This design comes from an exercise in tuning for small area on the open sky130 flow, not from production work.
Where RTL was checked, it was by simulation tests only, not by an equivalence proof against the original.
Power and IR drop assume default switching activity.

== JK ==
==> flow/design.v <==
module ALU_ADD (
    input [15:0] a,
    input [15:0] b,
    input ci,
    output [15:0] s,
    output co,
    output eq
);
wire [17:0] t = {1'b0, a, 1'b1} + {1'b0, b, ci};
assign s = t[16:1];
assign co = t[17];
assign eq = &(a ^ b);
endmodule
module ADDR_ADD (
    input [15:0] a,
    input [5:0] imm,
    output [15:0] s
);
assign s = a + {{10{imm[5]}}, imm};
endmodule
module ALU_SHIFT (
    input [15:0] a,
    input [3:0] n,
    input right,
    output [15:0] yn          
);
wire rn = ~right;
wire [3:0] nn = ~n;
wire [15:0] xn, y1, y2n, y3;
genvar g;
generate for (g = 0; g < 16; g = g + 1) begin : st
    MUXI m0 (.s(right), .sn(rn), .d0(a[g]), .d1(a[15-g]), .yn(xn[g]));
    if (g >= 1) begin : s1
        MUXI m1 (.s(n[0]), .sn(nn[0]), .d0(xn[g]), .d1(xn[g-1]), .yn(y1[g]));
    end else begin : z1
        NOR2 z (.a(n[0]), .b(xn[g]), .y(y1[g]));
    end
    if (g >= 2) begin : s2
        MUXI m2 (.s(n[1]), .sn(nn[1]), .d0(y1[g]), .d1(y1[g-2]), .yn(y2n[g]));
    end else begin : z2
        NAND2 z (.a(nn[1]), .b(y1[g]), .y(y2n[g]));
    end
    if (g >= 4) begin : s4
        MUXI m4 (.s(n[2]), .sn(nn[2]), .d0(y2n[g]), .d1(y2n[g-4]), .yn(y3[g]));
    end else begin : z4
        NOR2 z (.a(n[2]), .b(y2n[g]), .y(y3[g]));
    end
    if (g >= 8) begin : s8
        MUXI m8 (.s(n[3]), .sn(nn[3]), .d0(y3[g]), .d1(y3[g-8]), .yn(yn[g]));
    end else begin : z8
        NAND2 z (.a(nn[3]), .b(y3[g]), .y(yn[g]));
    end
end endgenerate
endmodule
module MUXI (input s, sn, d0, d1, output yn);
assign yn = ~((s | d0) & (sn | d1));
endmodule
module NOR2 (input a, b, output y);
assign y = ~(a | b);
endmodule
module NAND2 (input a, b, output y);
assign y = ~(a & b);
endmodule
module ALU_RESULT (
    input [15:0] a,
    input [15:0] b,
    input [15:0] sum,
    input [15:0] shn,         
    input [15:0] ld,
    input gt,
    input s_sum, s_not, s_shl, s_shr, s_and, s_or, s_gt, s_ld,
    output [15:0] y
);
wire [15:0] sh = ~shn;
wire [15:0] shrev;
genvar g;
generate for (g = 0; g < 16; g = g + 1) begin : rev
    assign shrev[g] = sh[15-g];
end endgenerate
assign y = ({16{s_sum}} & sum)
         | ({16{s_not}} & ~a)
         | ({16{s_shl}} & sh)
         | ({16{s_shr}} & shrev)
         | ({16{s_and}} & (a & b))
         | ({16{s_or}} & (a | b))
         | ({16{s_ld}} & ld)
         | {15'd0, s_gt & gt};
endmodule
module REG_FILE_MODULE (
    input clk,
    input [7:0] wel,          
    input [7:0] weh,          
    input [15:0] wd,
    output [127:0] q          
);
reg [15:0] r0, r1, r2, r3, r4, r5, r6, r7;
always @(posedge clk) begin
    if (wel[0]) r0[7:0] <= wd[7:0];
    if (weh[0]) r0[15:8] <= wd[15:8];
    if (wel[1]) r1[7:0] <= wd[7:0];
    if (weh[1]) r1[15:8] <= wd[15:8];
    if (wel[2]) r2[7:0] <= wd[7:0];
    if (weh[2]) r2[15:8] <= wd[15:8];
    if (wel[3]) r3[7:0] <= wd[7:0];
    if (weh[3]) r3[15:8] <= wd[15:8];
    if (wel[4]) r4[7:0] <= wd[7:0];
    if (weh[4]) r4[15:8] <= wd[15:8];
    if (wel[5]) r5[7:0] <= wd[7:0];
    if (weh[5]) r5[15:8] <= wd[15:8];
    if (wel[6]) r6[7:0] <= wd[7:0];
    if (weh[6]) r6[15:8] <= wd[15:8];
    if (wel[7]) r7[7:0] <= wd[7:0];
    if (weh[7]) r7[15:8] <= wd[15:8];
end
assign q = {r7, r6, r5, r4, r3, r2, r1, r0};
endmodule
module RD_PORT (
    input [63:0] q,           
    input [7:0] sel,
    output [7:0] d
);
genvar g;
generate for (g = 0; g < 8; g = g + 1) begin : rbit
    wire n0, n1, n2;
    AOI222 x0 (.a1(sel[0]), .a2(q[0*8+g]), .b1(sel[1]), .b2(q[1*8+g]), .c1(sel[2]), .c2(q[2*8+g]), .y(n0));
    AOI222 x1 (.a1(sel[3]), .a2(q[3*8+g]), .b1(sel[4]), .b2(q[4*8+g]), .c1(sel[5]), .c2(q[5*8+g]), .y(n1));
    AOI22  x2 (.a1(sel[6]), .a2(q[6*8+g]), .b1(sel[7]), .b2(q[7*8+g]), .y(n2));
    NAND3  x3 (.a(n0), .b(n1), .c(n2), .y(d[g]));
end endgenerate
endmodule
module AOI222 (input a1, a2, b1, b2, c1, c2, output y);
assign y = ~((a1 & a2) | (b1 & b2) | (c1 & c2));
endmodule
module AOI22 (input a1, a2, b1, b2, output y);
assign y = ~((a1 & a2) | (b1 & b2));
endmodule
module NAND3 (input a, b, c, output y);
assign y = ~(a & b & c);
endmodule
module DEC3 (
    input [2:0] a,
    input [2:0] an,           
    output [7:0] y
);
genvar k;
generate for (k = 0; k < 8; k = k + 1) begin : d
    AND3 g (.a(k & 1 ? a[0] : an[0]), .b(k & 2 ? a[1] : an[1]), .c(k & 4 ? a[2] : an[2]), .y(y[k]));
end endgenerate
endmodule
module AND3 (input a, b, c, output y);
assign y = a & b & c;
endmodule
module DEC3E (
    input [2:0] a,
    input en,
    output [7:0] y
);
assign y = {8{en}} & (8'd1 << a);
endmodule
module top_module (
    input clk,
    input rst,
    output [15:0] imem_addr,
    input  [15:0] imem_data,
    output dmem_we,
    output dmem_re,
    output [15:0] dmem_addr,
    output [15:0] dmem_wdata,
    input  [15:0] dmem_rdata
);
    wire [15:0] ins = imem_data;
    wire [3:0] op = ins[15:12];
    wire [2:0] rs = ins[11:9];
    wire [2:0] rt = ins[8:6];
    wire [2:0] rd = ins[5:3];
    wire [15:0] sx = {{10{ins[5]}}, ins[5:0]};
    reg [15:1] pc;
    assign imem_addr = {pc, 1'b0};
    wire is_lw  = (op == 4'b0000);
    wire is_sw  = (op == 4'b0001);
    wire is_sub = (op == 4'b0011);
    wire is_not = (op == 4'b0100);
    wire is_shl = (op == 4'b0101);
    wire is_shr = (op == 4'b0110);
    wire is_and = (op == 4'b0111);
    wire is_or  = (op == 4'b1000);
    wire is_gt  = (op == 4'b1001);
    wire is_beq = (op == 4'b1011);
    wire is_bne = (op == 4'b1100);
    wire is_j   = (op == 4'b1101);
    wire is_mem = is_lw | is_sw;
    wire is_add = (op == 4'b0010) | (op == 4'b1010) | (op == 4'b1110) | (op == 4'b1111);
    wire wen = ~(is_sw | is_beq | is_bne | is_j);
    wire [127:0] q;
    wire [15:0] a, b, wd;
    wire [2:0] wa = is_lw ? rt : rd;
    wire [7:0] wsell, wselh, ra1l, ra1h, ra2l, ra2h;
    DEC3E dwl (.a(wa), .en(wen), .y(wsell));
    DEC3E dwh (.a(wa), .en(wen), .y(wselh));
    DEC3 d1l (.a(rs), .an(~rs), .y(ra1l));
    DEC3 d1h (.a(rs), .an(~rs), .y(ra1h));
    DEC3 d2l (.a(rt), .an(~rt), .y(ra2l));
    DEC3 d2h (.a(rt), .an(~rt), .y(ra2h));
    REG_FILE_MODULE gpr (.clk(clk), .wel(wsell | {8{rst}}), .weh(wselh | {8{rst}}), .wd(wd), .q(q));
    wire [63:0] ql, qh;
    genvar g;
    generate for (g = 0; g < 8; g = g + 1) begin : split
        assign ql[g*8 +: 8] = q[g*16 +: 8];
        assign qh[g*8 +: 8] = q[g*16 + 8 +: 8];
    end endgenerate
    RD_PORT rp1l (.q(ql), .sel(ra1l), .d(a[7:0]));
    RD_PORT rp1h (.q(qh), .sel(ra1h), .d(a[15:8]));
    RD_PORT rp2l (.q(ql), .sel(ra2l), .d(b[7:0]));
    RD_PORT rp2h (.q(qh), .sel(ra2h), .d(b[15:8]));
    wire sub = ~is_add;
    wire [15:0] sum;
    wire co, eq;
    ALU_ADD add (.a(a), .b(b ^ {16{sub}}), .ci(sub), .s(sum), .co(co), .eq(eq));
    wire [15:0] maddr;
    ADDR_ADD aadd (.a(a), .imm(ins[5:0]), .s(maddr));
    wire gt = co & ~eq;            
    wire [15:0] shn;
    ALU_SHIFT shf (.a(a), .n(b[3:0]), .right(is_shr), .yn(shn));
    wire big = |b[15:4];
    wire nr = ~rst;
    ALU_RESULT resm (
        .a(a), .b(b), .sum(sum), .shn(shn), .ld(dmem_rdata), .gt(gt),
        .s_sum(nr & (is_add | is_sub)), .s_not(nr & is_not),
        .s_shl(nr & is_shl & ~big), .s_shr(nr & is_shr & ~big),
        .s_and(nr & is_and), .s_or(nr & is_or), .s_gt(nr & is_gt), .s_ld(nr & is_lw),
        .y(wd)
    );
    assign dmem_we = is_sw;
    assign dmem_re = is_lw;
    assign dmem_addr = maddr;
    assign dmem_wdata = b;
    wire taken = (is_beq & eq) | (is_bne & ~eq);
    wire [16:0] pct = {1'b0, pc, 1'b1} + {1'b0, taken ? sx[14:0] : 15'd0, 1'b1};
    wire [15:1] pcn = pct[15:1];
    always @(posedge clk) begin
        if (rst) pc <= 15'd0;
        else if (is_j) pc <= {pcn[15:13], ins[11:0]};
        else pc <= pcn;
    end
endmodule
export LEC_CHECK = 0
export CAP_MARGIN = 20
export CORE_MARGIN = 2
export CORE_UTILIZATION = 40
export GPL_TIMING_DRIVEN = 0
export PLACE_DENSITY = 0.6
export SLEW_MARGIN = 20
export SYNTH_HIERARCHICAL = 1
create_clock -name core_clock -period 6.5 [get_ports {clk}]
standard.sh (not shown) runs the stock make flow with config.mk's settings and CLKGATE_MAP_FILE= SYNTH_SCRIPT=/design/flow/synth_recipe.tcl, a recipe that flattens the netlist after the stock synthesis.
==> flow/flow/run.sh <==
#!/bin/bash
# The standard layout (standard.sh) with these changes:
#  - synthesis (flow/synth_area.tcl): no full-adder extraction or Kogge-Stone
#    adders, and the final ABC mapping is for area: flow/area.abc, or the
#    script ABC_MODULE_SCRIPTS names for a module. Every step before ABC, and
#    so every register and its cell type, is the standard synthesis's;
#  - every port still gets a buffer, but a sky130_fd_sc_hd__buf_1.
#  - clock tree synthesis without dummy loads (CTS_ARGS below).
#  - timing repair by resizing and pin swaps only (SETUP_MOVE_SEQUENCE).
# Output of the make run: flow_make.log (ORFS's own logs under orfs/logs).
set -euo pipefail
HERE=$(pwd)
sed "s#SYNTH_SCRIPT=[^ ]*#SYNTH_SCRIPT=$HERE/flow/synth_area.tcl ADDER_MAP_FILE= SYNTH_OPERATIONS_ARGS=-noshare#" standard.sh > standard_area.sh
export AREA_ABC_SCRIPT=$HERE/flow/area.abc
export ABC_MODULE_SCRIPTS="ALU_RESULT:$HERE/flow/nfa2.abc"
export BUFFER_PORTS_ARGS="-buffer_cell sky130_fd_sc_hd__buf_1"
export CTS_ARGS="-sink_clustering_enable -repair_clock_nets -dont_use_dummy_load -buf_list sky130_fd_sc_hd__clkbuf_8"
export SETUP_MOVE_SEQUENCE="unbuffer,sizeup,swap"
bash standard_area.sh "$@" > flow_make.log 2>&1
==> flow/flow/area.abc <==
strash
dch
amap
==> flow/flow/nfa2.abc <==
&get -n
&st
&synch2
&nf -a -R 1000
&put
==> flow/flow/synth_area.tcl <==
# synth_recipe.tcl with the final abc call replaced: each module listed in
# ABC_MODULE_SCRIPTS (module:script pairs) is mapped with its own script,
# then everything left with AREA_ABC_SCRIPT.
proc synth {args} { yosys synth -nofsm -noshare {*}$args }
proc abc_with_script {script argv sel} {
  set i [lsearch -exact $argv -script]
  if { $i >= 0 } { lset argv [expr { $i + 1 }] $script }
  yosys abc {*}$argv {*}$sel
}
proc abc {args} {
  if { [info exists ::env(ABC_MODULE_SCRIPTS)] } {
    foreach pair $::env(ABC_MODULE_SCRIPTS) {
      lassign [split $pair :] m s
      abc_with_script $s $args [list $m]
    }
  }
  abc_with_script $::env(AREA_ABC_SCRIPT) $args {}
}
source $::env(SCRIPTS_DIR)/synth.tcl
# left out here: clear keep_hierarchy, flatten, clean up, hide names made inside functions, write 1_2_yosys.v
Input changes introduced in MS (baseline for comparison: JK):
--- a/flow/design.v
+++ b/flow/design.v
@@ -150,14 +150,22 @@
 module AND3 (input a, b, c, output y);
 assign y = a & b & c;
 endmodule
 module DEC3E (
     input [2:0] a,
+    input [2:0] an,           
     input en,
+    input rst,
     output [7:0] y
 );
-assign y = {8{en}} & (8'd1 << a);
+genvar k;
+generate for (k = 0; k < 8; k = k + 1) begin : d
+    A41O g (.a1(k & 1 ? a[0] : an[0]), .a2(k & 2 ? a[1] : an[1]), .a3(k & 4 ? a[2] : an[2]), .a4(en), .b1(rst), .y(y[k]));
+end endgenerate
+endmodule
+module A41O (input a1, a2, a3, a4, b1, output y);
+assign y = (a1 & a2 & a3 & a4) | b1;
 endmodule
 module top_module (
     input clk,
     input rst,
     output [15:0] imem_addr,
@@ -193,17 +201,17 @@
     wire wen = ~(is_sw | is_beq | is_bne | is_j);
     wire [127:0] q;
     wire [15:0] a, b, wd;
     wire [2:0] wa = is_lw ? rt : rd;
     wire [7:0] wsell, wselh, ra1l, ra1h, ra2l, ra2h;
-    DEC3E dwl (.a(wa), .en(wen), .y(wsell));
-    DEC3E dwh (.a(wa), .en(wen), .y(wselh));
+    DEC3E dwl (.a(wa), .an(~wa), .en(wen), .rst(rst), .y(wsell));
+    DEC3E dwh (.a(wa), .an(~wa), .en(wen), .rst(rst), .y(wselh));
     DEC3 d1l (.a(rs), .an(~rs), .y(ra1l));
     DEC3 d1h (.a(rs), .an(~rs), .y(ra1h));
     DEC3 d2l (.a(rt), .an(~rt), .y(ra2l));
     DEC3 d2h (.a(rt), .an(~rt), .y(ra2h));
-    REG_FILE_MODULE gpr (.clk(clk), .wel(wsell | {8{rst}}), .weh(wselh | {8{rst}}), .wd(wd), .q(q));
+    REG_FILE_MODULE gpr (.clk(clk), .wel(wsell), .weh(wselh), .wd(wd), .q(q));
     wire [63:0] ql, qh;
     genvar g;
     generate for (g = 0; g < 8; g = g + 1) begin : split
         assign ql[g*8 +: 8] = q[g*16 +: 8];
         assign qh[g*8 +: 8] = q[g*16 + 8 +: 8];
## What came out
As of MS, worst-case vdd ir drop had risen by more than 10% compared to JK. MS against JK: final period utilization now smaller; worst-case register-to-register setup slack decreased by 0.03 ns relative to the old numbers; gate count after technology mapping has decreased; die height went down by about 0.32%; setup skew after layout went up.
Only the layout flow was run in JK; the RTL was not checked for function there.

-- separate check: timing with driven ports --
How much do the figures lean on ideal ports? The routed layouts below were timed once more, with nothing changed but the port constraints.
Step 1 (the two cells are an assumption about what drives the block):
set clk [get_ports {clk}]
set_driving_cell -lib_cell sky130_fd_sc_hd__clkbuf_16 $clk
set_driving_cell -lib_cell sky130_fd_sc_hd__buf_2 [delete_from_list [all_inputs] $clk]
Step 2 also shifts input and output timing later by t, the mid clock arrival at the registers, as if the neighbouring blocks saw the same clock.
Three values: ideal, step 1, step 2; two values: the first two.
run | t, ns | setup slack, ns | worst hold slack (ns)
JK | 0.481 | 0.104 / 0.054 / -0.232 | 0.569 / 0.569 / 0.569
MS | 0.479 | 0.169 / 0.179 / -0.300 | 0.579 / 0.579 / 0.579
Met with ideal ports but missed after step 2: setup timing in JK and MS. For MS, which loses most, drivers alone change the setup slack by +0.010 ns; drivers and shift together by -0.469 ns.
